Background: an optimization exercise with open tools, aiming at small area. Do not read the settings as production practice. Only simulation tests tie the RTL to the original design; equivalence was not proved. The flow treats the clock pin as an ideal source. Dropping or thinning the clock tree relies on that and would not hold on a real chip. Power is estimated from default activity; no workload was simulated.

## LED_top
module LED_top (
    input clk,
    input rst,
    input btn1in,
    input btn2in,
    input btn3in,
    output A,
    output B,
    output C,
    output D,
    output R0,
    output G0,
    output B0,
    output R1,
    output G1,
    output B1,
    output OE,
    output LAT,
    output clk_shft
);
reg [2:0] p;
always @(posedge clk or posedge rst)
    if (rst) p <= 3'd0;
    else     p <= p + 3'd1;
assign clk_shft = p[2];
wire tick = (p == 3'd3);
reg [2:0] tile;
reg [3:0] cm;
reg [3:0] rm;
wire t6     = tile[2] & tile[1];           
wire t5     = tile[2] & tile[0];
wire cmwrap = cm[3] & cm[0];               
wire xmit   = t6 && (cm[2:0] == 3'd7);
always @(posedge clk or posedge rst)
    if (rst) begin
        tile <= 3'd6;
        cm   <= 4'd8;
        rm   <= 4'd15;
    end else begin
        cm   <= (tick && cmwrap) ? {2'd0, t5, 1'b0} : cm + {3'd0, tick};
        tile <= (tick && cmwrap && t6) ? 3'd0 : tile + {2'd0, tick && cmwrap};
        rm   <= rm + {3'd0, tick && xmit};
    end
assign {D, C, B, A} = rm;
assign OE  = !(t6 && cm[3]);
assign LAT = xmit;
reg [4:0] y;
wire x   = cm[0];
wire y24 = y[4] & y[3];                    
always @(posedge clk or posedge rst)
    if (rst) y <= 5'd0;
    else     y <= (tick && y24) ? 5'd0 : y + {4'd0, tick};
wire h    = (y[0] == x) && (y != 5'd0);
wire h_prev = ((y[0] == x) && (y[4:1] != 4'd0)) || (x && (y == 5'd0));
wire idle0 = cm[3] & rm[2] & tile[2] & tile[1] & (y == 5'd0);
wire gend  = !cm[2] & cm[1] & !cm[0] & rm[3] & !rm[2] & rm[1] & rm[0] & !tile[1]
             & !y[3] & !y[2] & !y[1];
reg gx, R;
always @(posedge clk or posedge rst)
    if (rst) begin
        gx <= 1'b0;
        R  <= 1'b0;
    end else if (tick) begin
        if (gend) gx <= 1'b1;
        R <= idle0 || (R && !y[3]);    
    end
wire ready = R && !y[3];    
wire md    = !idle0;
wire anybtn = btn1in | btn2in | btn3in;
reg [1:0] d;
always @(posedge clk or posedge rst)
    if (rst) d <= 2'd0;
    else if (tick) begin
        d[1] <= (!d[1] && d[0]) || (d[1] && anybtn);
        d[0] <= !d[1] && (d[0] || (md && anybtn));
    end
wire shift = d[1] & d[0];
wire Shift = shift | ready;
reg [8:0] b;
reg ls;
always @(posedge clk or posedge rst)
    if (rst) begin
        b[1:0] <= 2'b01;
  ...
==> flow/config.mk <==
export PLATFORM = sky130hd
export DESIGN_NAME = LED_top
export DESIGN_NICKNAME = LED_top
export VERILOG_FILES = /design/flow/design.v
export SDC_FILE = /design/flow/constraint.sdc
export NUM_CORES = 4
export LEC_CHECK = 0
export CAP_MARGIN = 20
export CORE_MARGIN = 2
export CORE_UTILIZATION = 40
export SLEW_MARGIN = 20
==> flow/constraint.sdc <==
create_clock -name core_clock -period 12.0 [get_ports {clk}]
set_input_delay 2.4000 -clock core_clock [delete_from_list [all_inputs] [get_ports {clk}]]
set_output_delay 2.4000 -clock core_clock [all_outputs]
set_load 0.01 [all_outputs]
standard.sh (not shown) runs the stock make flow with config.mk's settings and CLKGATE_MAP_FILE= SYNTH_SCRIPT=/design/flow/synth_recipe.tcl, a recipe that flattens the netlist after the stock synthesis.
==> flow/flow/run.sh <==
#!/bin/bash
# Own layout flow: the standard flow (standard.sh) with three changes:
#  - synthesis maps with an area-oriented ABC script (flow/abc_area.script,
#    selected by ABC_AREA=1); everything else in synthesis is unchanged, so
#    the registers are those of the standard synthesis;
#  - port buffers are sky130_fd_sc_hd__buf_1 (the ports carry light loads);
#  - the clock tree is three clkbuf_8, each driving a third of the flip-flops
#    (flow/manual_cts.tcl, in place of clock_tree_synthesis).
set -euo pipefail
here=$(pwd)
rm -rf "$here/scripts_own"
cp -r "$FLOW_HOME/scripts" "$here/scripts_own"
cp "$here/flow/abc_area.script" "$here/scripts_own/abc_area.script"
# clock tree: flow/manual_cts.tcl in place of clock_tree_synthesis
sed -i 's|^log_cmd clock_tree_synthesis {\*}\$cts_args$|source $::env(MANUAL_CTS_TCL)|' "$here/scripts_own/cts.tcl"
grep -q MANUAL_CTS_TCL "$here/scripts_own/cts.tcl"
bash "$here/standard.sh" \
    "SCRIPTS_DIR=$here/scripts_own" \
    ABC_AREA=1 \
    "BUFFER_PORTS_ARGS=-buffer_cell sky130_fd_sc_hd__buf_1" \
    "MANUAL_CTS_TCL=$here/flow/manual_cts.tcl" \
    finish > "$here/flow_make.log" 2>&1
==> flow/flow/abc_area.script <==
strash
dch
amap
topo
==> flow/flow/manual_cts.tcl <==
# Clock tree: the clock port drives cts_nbuf buffers (cts_cell), each driving the
# flip-flops of one vertical strip of the core (split by x at equal counts),
# placed at the centre of its flip-flops. detailed_placement in cts.tcl then
# legalizes them.
set cts_cell sky130_fd_sc_hd__clkbuf_8
set cts_nbuf 3
set block [ord::get_db_block]
set dbu [$block getDbUnitsPerMicron]
set loads {}
foreach p [get_pins -of_objects [get_nets clk] -filter "direction==input"] {
  set loc [[[sta::sta_to_db_pin $p] getInst] getLocation]
  lappend loads [list [lindex $loc 0] [lindex $loc 1] $p]
}
set loads [lsort -real -index 0 $loads]
set m [llength $loads]
for {set i 0} {$i < $cts_nbuf} {incr i} {
  set grp [lrange $loads [expr {$i * $m / $cts_nbuf}] [expr {($i + 1) * $m / $cts_nbuf - 1}]]
  set sx 0
  set sy 0
  set pins {}
  foreach g $grp {
    set sx [expr {$sx + [lindex $g 0]}]
    set sy [expr {$sy + [lindex $g 1]}]
    lappend pins [lindex $g 2]
  }
  set cx [expr {$sx / [llength $grp] / double($dbu)}]
  set cy [expr {$sy / [llength $grp] / double($dbu)}]
  insert_buffer -buffer_cell $cts_cell -net clk -load_pins $pins -location [list $cx $cy]
}
puts "manual clock tree: $cts_nbuf x $cts_cell for $m clock pins"
Change:
--- a/flow/design.v
+++ b/flow/design.v
@@ -20,14 +20,26 @@
 );
 reg [2:0] p;
 always @(posedge clk or posedge rst)
     if (rst) p <= 3'd0;
     else     p <= p + 3'd1;
 assign clk_shft = p[2];
 wire tick = (p == 3'd3);
+reg       h;
+reg [4:0] k;
+wire kwrap = h ? (k[4] & k[2] & k[1] & k[0]) : (k[4] & k[3] & k[0]);    
+wire cnt0  = k[4] & k[3] & k[0];                                       
+always @(posedge clk or posedge rst)
+    if (rst) begin
+        h <= 1'b0;
+        k <= 5'd25;
+    end else begin
+        k <= (tick && kwrap) ? 5'd0 : k + {4'd0, tick};
+        h <= h ^ (tick && kwrap);
+    end
 reg [2:0] tile;
 reg [3:0] cm;
 reg [3:0] rm;
 wire t6     = tile[2] & tile[1];           
 wire t5     = tile[2] & tile[0];
 wire cmwrap = cm[3] & cm[0];               
 wire xmit   = t6 && (cm[2:0] == 3'd7);
@@ -40,48 +52,42 @@
         cm   <= (tick && cmwrap) ? {2'd0, t5, 1'b0} : cm + {3'd0, tick};
         tile <= (tick && cmwrap && t6) ? 3'd0 : tile + {2'd0, tick && cmwrap};
         rm   <= rm + {3'd0, tick && xmit};
     end
 assign {D, C, B, A} = rm;
 assign OE  = !(t6 && cm[3]);
 assign LAT = xmit;
-reg [4:0] y;
-wire x   = cm[0];
-wire y24 = y[4] & y[3];                    
-always @(posedge clk or posedge rst)
-    if (rst) y <= 5'd0;
-    else     y <= (tick && y24) ? 5'd0 : y + {4'd0, tick};
-wire h    = (y[0] == x) && (y != 5'd0);
-wire h_prev = ((y[0] == x) && (y[4:1] != 4'd0)) || (x && (y == 5'd0));
-wire idle0 = cm[3] & rm[2] & tile[2] & tile[1] & (y == 5'd0);
-wire gend  = !cm[2] & cm[1] & !cm[0] & rm[3] & !rm[2] & rm[1] & rm[0] & !tile[1]
-             & !y[3] & !y[2] & !y[1];
+wire idle0 = (rm == 4'd15) && t6 && (cm == 4'd8) && cnt0;
+wire gend  = (rm == 4'd11) && (tile == 3'd4) && (cm == 4'd2) && cnt0;
 reg gx, R;
 always @(posedge clk or posedge rst)
     if (rst) begin
         gx <= 1'b0;
         R  <= 1'b0;
     end else if (tick) begin
         if (gend) gx <= 1'b1;
-        R <= idle0 || (R && !y[3]);    
-    end
-wire ready = R && !y[3];    
+        R <= idle0 || (R && !(k[2] && k[1] && k[0]));    
+    end
+wire ready = R && !(k[2] && k[1] && k[0]);    
 wire md    = !idle0;
 wire anybtn = btn1in | btn2in | btn3in;
-reg [1:0] d;
+reg [1:0] d;    
 always @(posedge clk or posedge rst)
     if (rst) d <= 2'd0;
-    else if (tick) begin
-        d[1] <= (!d[1] && d[0]) || (d[1] && anybtn);
-        d[0] <= !d[1] && (d[0] || (md && anybtn));
-    end
-wire shift = d[1] & d[0];
+    else if (tick)
+        case (d)
+            2'd0: d <= (md && anybtn) ? 2'd1 : 2'd0;
+            2'd1: d <= 2'd2;
+            default: d <= anybtn ? 2'd3 : 2'd0;
+        endcase
+wire shift = (d == 2'd2);
 wire Shift = shift | ready;
 reg [8:0] b;
 reg ls;
+wire h_prev = h ^ (k == 5'd0);
 always @(posedge clk or posedge rst)
     if (rst) begin
         b[1:0] <= 2'b01;
         ls     <= 1'b0;
     end else if (tick) begin
         ls <= Shift;
         if (ls) b[1:0] <= {b[0], b[1] ^ h_prev};
Setup slack gets better by 110 ps.
Final area goes up by 3.9%.
Global-route usage goes up by 0.48 points.
First-iteration DRC count goes down by 54%.
Core utilization goes up by 0.81 points.
Power goes down by 1.0%.
Area after synthesis goes up by 3.3%.
Sequential share of layout area goes down by 0.31 points.
Wire length goes up by 6.1%.
In every run of this note, the design's own scripts or RTL, not TritonCTS, make the clock network.

Setup of main:
The RTL this note starts from:
==> flow/design.v <==
module LED_top (
    input clk,
    input rst,
    input btn1in,
    input btn2in,
    input btn3in,
    output A,
    output B,
    output C,
    output D,
    output R0,
    output G0,
    output B0,
    output R1,
    output G1,
    output B1,
    output OE,
    output LAT,
    output clk_shft
);
reg [2:0] p;
always @(posedge clk or posedge rst)
    if (rst) p <= 3'd0;
    else     p <= p + 3'd1;
assign clk_shft = p[2];
wire tick = (p == 3'd3);
reg       h;
reg [4:0] k;
wire kwrap = h ? (k[4] & k[2] & k[1] & k[0]) : (k[4] & k[3] & k[0]);    
wire cnt0  = k[4] & k[3] & k[0];                                       
always @(posedge clk or posedge rst)
    if (rst) begin
        h <= 1'b0;
        k <= 5'd25;
    end else begin
        k <= (tick && kwrap) ? 5'd0 : k + {4'd0, tick};
        h <= h ^ (tick && kwrap);
    end
reg [2:0] tile;
reg [3:0] cm;
reg [3:0] rm;
wire t6     = tile[2] & tile[1];           
wire t5     = tile[2] & tile[0];
wire cmwrap = cm[3] & cm[0];               
wire xmit   = t6 && (cm[2:0] == 3'd7);
always @(posedge clk or posedge rst)
    if (rst) begin
        tile <= 3'd6;
        cm   <= 4'd8;
        rm   <= 4'd15;
    end else begin
        cm   <= (tick && cmwrap) ? {2'd0, t5, 1'b0} : cm + {3'd0, tick};
        tile <= (tick && cmwrap && t6) ? 3'd0 : tile + {2'd0, tick && cmwrap};
        rm   <= rm + {3'd0, tick && xmit};
    end
assign {D, C, B, A} = rm;
assign OE  = !(t6 && cm[3]);
assign LAT = xmit;
wire idle0 = (rm == 4'd15) && t6 && (cm == 4'd8) && cnt0;
wire gend  = (rm == 4'd11) && (tile == 3'd4) && (cm == 4'd2) && cnt0;
reg gx, R;
always @(posedge clk or posedge rst)
    if (rst) begin
        gx <= 1'b0;
        R  <= 1'b0;
    end else if (tick) begin
        if (gend) gx <= 1'b1;
        R <= idle0 || (R && !(k[2] && k[1]));    
    end
wire ready = R;
wire md    = !idle0;
wire anybtn = btn1in | btn2in | btn3in;
reg [1:0] d;    
always @(posedge clk or posedge rst)
    if (rst) d <= 2'd0;
    else if (tick)
        case (d)
            2'd0: d <= (md && anybtn) ? 2'd1 : 2'd0;
            2'd1: d <= 2'd2;
            default: d <= anybtn ? 2'd3 : 2'd0;
        endcase
wire shift = (d == 2'd2);
wire Shift = shift | ready;
reg [1:0] lfsr, rnd, m5p, i4, i3, i2, i1, i0;
reg ls;
wire h_prev = h ^ (k == 5'd0);
always @(posedge clk or posedge rst)
    if (rst) begin
        lfsr <= 2'd1;
        rnd  <= 2'd0;
        ls   <= 1'b0;
    end else if (tick) begin
        ls <= Shift;
        if (ls) begin
            lfsr <= {lfsr[0], lfsr[1] ^ h_prev};
            rnd  <= {lfsr[1] ^ lfsr[0], lfsr[1] | ~lfsr[0]};    
        end
    end
always @(posedge clk)
    if (tick && ls) begin
        m5p <= rnd;
        i4 <= m5p; i3 <= i4; i2 <= i3; i1 <= i2; i0 <= i1;
    end
wire blank = gx | R;
wire pix_up, pix_dn;
wire rom_000, rom_001, rom_002, rom_003, rom_004, rom_005, rom_006, rom_007, rom_008, rom_009, rom_010, rom_011, rom_012, rom_013, rom_014, rom_015, rom_016, rom_017, rom_018, rom_019, rom_020, rom_021, rom_022, rom_023, rom_024, rom_025, rom_026, rom_027, rom_028, rom_029, rom_030, rom_031, rom_032, rom_033, rom_034, rom_035, rom_036, rom_037, rom_038, rom_039, rom_040, rom_041, rom_042, rom_043, rom_044, rom_045, rom_046, rom_047, rom_048, rom_049, rom_050, rom_051, rom_052, rom_053, rom_054, rom_055, rom_056, rom_057, rom_058, rom_059, rom_060, rom_061, rom_062, rom_063, rom_064, rom_065, rom_066, rom_067, rom_068, rom_069, rom_070, rom_071, rom_072, rom_073, rom_074, rom_075, rom_076, rom_077, rom_078, rom_079, rom_080, rom_081, rom_082, rom_083, rom_084, rom_085, rom_086, rom_087, rom_088, rom_089, rom_090, rom_091, rom_092, rom_093, rom_094, rom_095, rom_096, rom_097, rom_098, rom_099, rom_100, rom_101, rom_102, rom_103, rom_104, rom_105, rom_106, rom_107, rom_108, rom_109, rom_110, rom_111, rom_112;
assign rom_043 = rm[0] & ~rm[2];
assign rom_044 = rom_043 & rm[1];
assign rom_045 = ~rm[1] & rm[2];
assign rom_046 = ~(rom_045 | rom_044);
assign rom_047 = rm[1] & ~rm[0];
assign rom_048 = ~rom_047 & rom_046;
assign rom_049 = cm[0] & ~cm[1];
assign rom_050 = ~(cm[2] | cm[1]);
assign rom_051 = cm[2] & rm[0];
assign rom_052 = rom_051 & cm[0];
assign rom_053 = ~(rom_052 | rom_050);
assign rom_054 = ~(rom_053 | rom_049);
assign rom_055 = ~(rom_054 | cm[3]);
assign rom_056 = rom_055 & rom_044;
assign rom_057 = ~(rm[1] | rm[0]);
assign rom_058 = rom_057 & cm[2];
assign rom_059 = ~(rom_058 | cm[3]);
assign rom_060 = ~(rom_059 | cm[0]);
assign rom_061 = ~(cm[2] | rm[0]);
assign rom_062 = ~cm[0] & cm[1];
assign rom_063 = rom_062 & ~rom_051;
assign rom_064 = rom_063 & ~rom_061;
assign rom_065 = ~(rom_064 | rom_060);
assign rom_066 = ~(rom_050 | cm[3]);
assign rom_067 = rom_066 & cm[0];
assign rom_068 = ~rom_067 & rom_065;
assign rom_069 = ~rom_068 & rm[2];
assign rom_070 = ~(rom_069 | rom_056);
assign rom_071 = rom_057 & cm[3];
assign rom_072 = ~rom_071 & rm[3];
assign rom_073 = rom_072 & ~rom_070;
assign rom_074 = rom_073 & rom_048;
assign rom_075 = rom_068 & ~rm[0];
assign rom_076 = ls & ~rnd[0];
assign rom_077 = ~(ls | m5p[0]);
assign rom_078 = ~tile[1] & tile[2];
assign rom_079 = rom_078 & ~rom_077;
assign rom_080 = rom_079 & ~rom_076;
assign rom_081 = tile[1] & ~tile[2];
assign rom_082 = rom_081 & i3[0];
assign rom_083 = ~(tile[1] | tile[2]);
assign rom_084 = rom_083 & i1[0];
assign rom_085 = ~rom_084 & tile[0];
assign rom_086 = rom_085 & ~rom_082;
assign rom_087 = rom_086 & ~rom_080;
assign rom_088 = rom_078 & i4[0];
assign rom_089 = ~(rom_088 | tile[0]);
assign rom_090 = rom_081 & i2[0];
assign rom_091 = rom_083 & i0[0];
assign rom_092 = ~(rom_091 | rom_090);
assign rom_093 = rom_092 & rom_089;
assign rom_094 = ~(rom_093 | rom_087);
assign rom_095 = ~(rm[2] | rm[3]);
assign rom_096 = rom_095 & ~rm[1];
assign rom_097 = rom_096 & rom_055;
assign rom_098 = ~(rom_097 | rom_094);
assign rom_099 = ~(rom_098 | rom_075);
assign rom_100 = ~(rom_099 | rom_074);
assign rom_101 = rom_062 & ~rom_048;
assign rom_102 = rom_050 & cm[0];
assign rom_103 = ~(rom_102 | rom_057);
assign rom_104 = rom_103 & ~rom_101;
assign rom_105 = ~cm[1] & rm[2];
assign rom_106 = ~rom_105 & rom_057;
assign rom_107 = ~(rom_061 | cm[3]);
assign rom_108 = rom_107 & ~rom_106;
assign rom_109 = rom_108 & ~rom_104;
assign rom_110 = rom_065 & ~rom_046;
assign rom_111 = rom_062 & rom_051;
assign rom_112 = ~rom_111 & rom_066;
assign rom_000 = ~rom_112 & rom_048;
assign rom_001 = ~(rom_000 | rom_110);
assign rom_002 = ~(rom_001 | rom_109);
assign rom_003 = rm[2] & rm[3];
assign rom_004 = ~(rom_003 | rom_057);
assign rom_005 = ~cm[0] & rm[2];
assign rom_006 = ~rom_005 & rom_058;
assign rom_007 = ~(rom_006 | rom_004);
assign rom_008 = ~(rom_007 | rom_095);
assign rom_009 = rom_008 & ~rom_002;
assign rom_010 = ~rom_009 & rom_094;
assign rom_011 = ~rnd[1] & ls;
assign rom_012 = ~(m5p[1] | ls);
assign rom_013 = ~rom_012 & rom_078;
assign rom_014 = rom_013 & ~rom_011;
assign rom_015 = rom_083 & i1[1];
assign rom_016 = rom_081 & i3[1];
assign rom_017 = ~rom_016 & tile[0];
assign rom_018 = rom_017 & ~rom_015;
assign rom_019 = rom_018 & ~rom_014;
assign rom_020 = rom_078 & i4[1];
assign rom_021 = ~(rom_020 | tile[0]);
assign rom_022 = rom_083 & i0[1];
assign rom_023 = rom_081 & i2[1];
assign rom_024 = ~(rom_023 | rom_022);
assign rom_025 = rom_024 & rom_021;
assign rom_026 = ~(rom_025 | rom_019);
assign rom_027 = rom_026 & ~blank;
assign rom_028 = rom_027 & ~rom_010;
assign pix_dn = rom_028 & ~rom_100;
assign rom_029 = rom_027 & rom_073;
assign rom_030 = rom_029 & rom_100;
assign rom_031 = ~rom_046 & rm[0];
assign rom_032 = rom_031 & ~rom_068;
assign rom_033 = ~(rom_032 | rom_055);
assign rom_034 = rom_058 & rom_049;
assign rom_035 = rom_057 & ~rm[2];
assign rom_036 = ~(rom_035 | rm[3]);
assign rom_037 = ~(rom_036 | rom_034);
assign rom_038 = ~(rom_037 | blank);
assign rom_039 = rom_038 & rom_094;
assign rom_040 = rom_039 & ~rom_026;
assign rom_041 = rom_040 & ~rom_109;
assign rom_042 = rom_041 & ~rom_033;
assign pix_up = rom_042 | rom_030;
reg U, L;
always @(posedge clk or posedge rst)
    if (rst) begin
        U <= 1'b0;
        L <= 1'b0;
    end else if (tick) begin
        U <= pix_up;
        L <= pix_dn;
    end
wire top_band = (rm >= 4'd10) && (rm != 4'd15);
wire low_band = (rm <= 4'd4) || (rm == 4'd15);
assign R0 = U & top_band;
assign G0 = U & top_band;
assign B0 = U & !top_band;
assign R1 = L;
assign G1 = L & low_band;
assign B1 = L & !low_band;
endmodule
export LEC_CHECK = 0
export CAP_MARGIN = 20
export CORE_MARGIN = 2
export CORE_UTILIZATION = 40
export SLEW_MARGIN = 20
create_clock -name core_clock -period 12.0 [get_ports {clk}]
==> flow/flow/run.sh <==
#!/bin/bash
# Own layout flow: the standard flow (standard.sh) with three changes:
#  - synthesis maps with an area-oriented ABC script (flow/abc_area.script,
#    selected by ABC_AREA=1); everything else in synthesis is unchanged, so
#    the registers are those of the standard synthesis;
#  - port buffers are sky130_fd_sc_hd__buf_1 (the ports carry light loads);
#  - clock tree synthesis uses clkbuf_8 only, without sink clustering or
#    dummy loads.
set -euo pipefail
here=$(pwd)
rm -rf "$here/scripts_own"
cp -r "$FLOW_HOME/scripts" "$here/scripts_own"
cp "$here/flow/abc_area.script" "$here/scripts_own/abc_area.script"
bash "$here/standard.sh" \
    "SCRIPTS_DIR=$here/scripts_own" \
    ABC_AREA=1 \
    "BUFFER_PORTS_ARGS=-buffer_cell sky130_fd_sc_hd__buf_1" \
    "CTS_ARGS=-repair_clock_nets -buf_list sky130_fd_sc_hd__clkbuf_8 -dont_use_dummy_load" \
    finish > "$here/flow_make.log" 2>&1
Scripts as last shown in full above: flow/flow/abc_area.script
Edits applied to the flow inputs when going from main to the feature branch:
diff --git a/flow/design.v b/flow/design.v
--- a/flow/design.v
+++ b/flow/design.v
@@ -87,22 +87,20 @@
 always @(posedge clk or posedge rst)
     if (rst) begin
         lfsr <= 2'd1;
         rnd  <= 2'd0;
-        ls   <= 1'b0;
+        m5p  <= 2'd0;
+        i4 <= 2'd0; i3 <= 2'd0; i2 <= 2'd0; i1 <= 2'd0; i0 <= 2'd0;
+        ls <= 1'b0;
     end else if (tick) begin
         ls <= Shift;
         if (ls) begin
             lfsr <= {lfsr[0], lfsr[1] ^ h_prev};
             rnd  <= {lfsr[1] ^ lfsr[0], lfsr[1] | ~lfsr[0]};    
+            m5p  <= rnd;
+            i4 <= m5p; i3 <= i4; i2 <= i3; i1 <= i2; i0 <= i1;
         end
     end
-always @(posedge clk)
-    if (tick && ls) begin
-        m5p <= rnd;
-        i4 <= m5p; i3 <= i4; i2 <= i3; i1 <= i2; i0 <= i1;
-    end
-wire blank = gx | R;
 wire pix_up, pix_dn;
 wire rom_000, rom_001, rom_002, rom_003, rom_004, rom_005, rom_006, rom_007, rom_008, rom_009, rom_010, rom_011, rom_012, rom_013, rom_014, rom_015, rom_016, rom_017, rom_018, rom_019, rom_020, rom_021, rom_022, rom_023, rom_024, rom_025, rom_026, rom_027, rom_028, rom_029, rom_030, rom_031, rom_032, rom_033, rom_034, rom_035, rom_036, rom_037, rom_038, rom_039, rom_040, rom_041, rom_042, rom_043, rom_044, rom_045, rom_046, rom_047, rom_048, rom_049, rom_050, rom_051, rom_052, rom_053, rom_054, rom_055, rom_056, rom_057, rom_058, rom_059, rom_060, rom_061, rom_062, rom_063, rom_064, rom_065, rom_066, rom_067, rom_068, rom_069, rom_070, rom_071, rom_072, rom_073, rom_074, rom_075, rom_076, rom_077, rom_078, rom_079, rom_080, rom_081, rom_082, rom_083, rom_084, rom_085, rom_086, rom_087, rom_088, rom_089, rom_090, rom_091, rom_092, rom_093, rom_094, rom_095, rom_096, rom_097, rom_098, rom_099, rom_100, rom_101, rom_102, rom_103, rom_104, rom_105, rom_106, rom_107, rom_108, rom_109, rom_110, rom_111, rom_112;
 assign rom_043 = rm[0] & ~rm[2];
 assign rom_044 = rom_043 & rm[1];
@@ -200,9 +198,9 @@
 assign rom_023 = rom_081 & i2[1];
 assign rom_024 = ~(rom_023 | rom_022);
 assign rom_025 = rom_024 & rom_021;
 assign rom_026 = ~(rom_025 | rom_019);
-assign rom_027 = rom_026 & ~blank;
+assign rom_027 = rom_026 & ~gx;
 assign rom_028 = rom_027 & ~rom_010;
 assign pix_dn = rom_028 & ~rom_100;
 assign rom_029 = rom_027 & rom_073;
 assign rom_030 = rom_029 & rom_100;
@@ -212,9 +210,9 @@
 assign rom_034 = rom_058 & rom_049;
 assign rom_035 = rom_057 & ~rm[2];
 assign rom_036 = ~(rom_035 | rm[3]);
 assign rom_037 = ~(rom_036 | rom_034);
-assign rom_038 = ~(rom_037 | blank);
+assign rom_038 = ~(rom_037 | gx);
 assign rom_039 = rom_038 & rom_094;
 assign rom_040 = rom_039 & ~rom_026;
 assign rom_041 = rom_040 & ~rom_109;
 assign rom_042 = rom_041 & ~rom_033;
[summary]
The feature branch reports a lower portion of the clock cycle consumed by the worst path in the final layout than main does. The synthesized cell count of the feature branch is higher than that of main. Changes observed in the feature branch relative to main: synthesized-area fraction occupied by and/or/nand/nor cells down 0.90 points; setup slack at placement down 0.012 ns; post-route worst setup slack up 0.022 ns; all-layer global routing usage up 0.70 points. Fraction of layout instances using a drive strength above 1: higher on main. Taking main as the reference point, the tightest hold margin of the feature branch rises by 0.0076 ns. Summary — fmax, the feature branch relative to main: higher, by 1.2 MHz. Met2 wire length (higher): the feature branch. Comparing the feature branch and main, final cell count is lower on main. | switching power | higher: the feature branch |. In the reports for the feature branch and main, the larger worst relative slew slack belongs to main.

[what the ideal ports hide]
Ports are ideal in the flow. The routed layouts listed here were re-timed in OpenROAD.
Step 1 (the two cells are an assumption about what drives the block):
set clk [get_ports {clk}]
set_driving_cell -lib_cell sky130_fd_sc_hd__clkbuf_16 $clk
set_driving_cell -lib_cell sky130_fd_sc_hd__buf_2 [delete_from_list [all_inputs] $clk]
Step 2 moves the port delays by t, midway between the first and last clock arrival at a register: inputs arrive t later, outputs are due t later. That takes back most of the time a late clock gives input paths.
Three values: ideal ports, drivers, drivers and shift; two values: the first two.
| run | shift t [ns] | setup slack, ns | worst data-port slew with drivers (ns) | pins driven straight from the clock port |
|---|---|---|---|---|
| the first run of note 1 | 0.181 | 7.702 / 7.657 / 7.838 | 0.03 | 3 |
| the second run of note 1 | 0.182 | 7.813 / 7.772 / 7.954 | 0.03 | 3 |
| main | 0.312 | 7.754 / 7.728 / 8.040 | 0.03 | 1 |
| the feature branch | 0.311 | 7.776 / 7.749 / 8.061 | 0.03 | 1 |
After both steps every run listed still meets setup and hold.
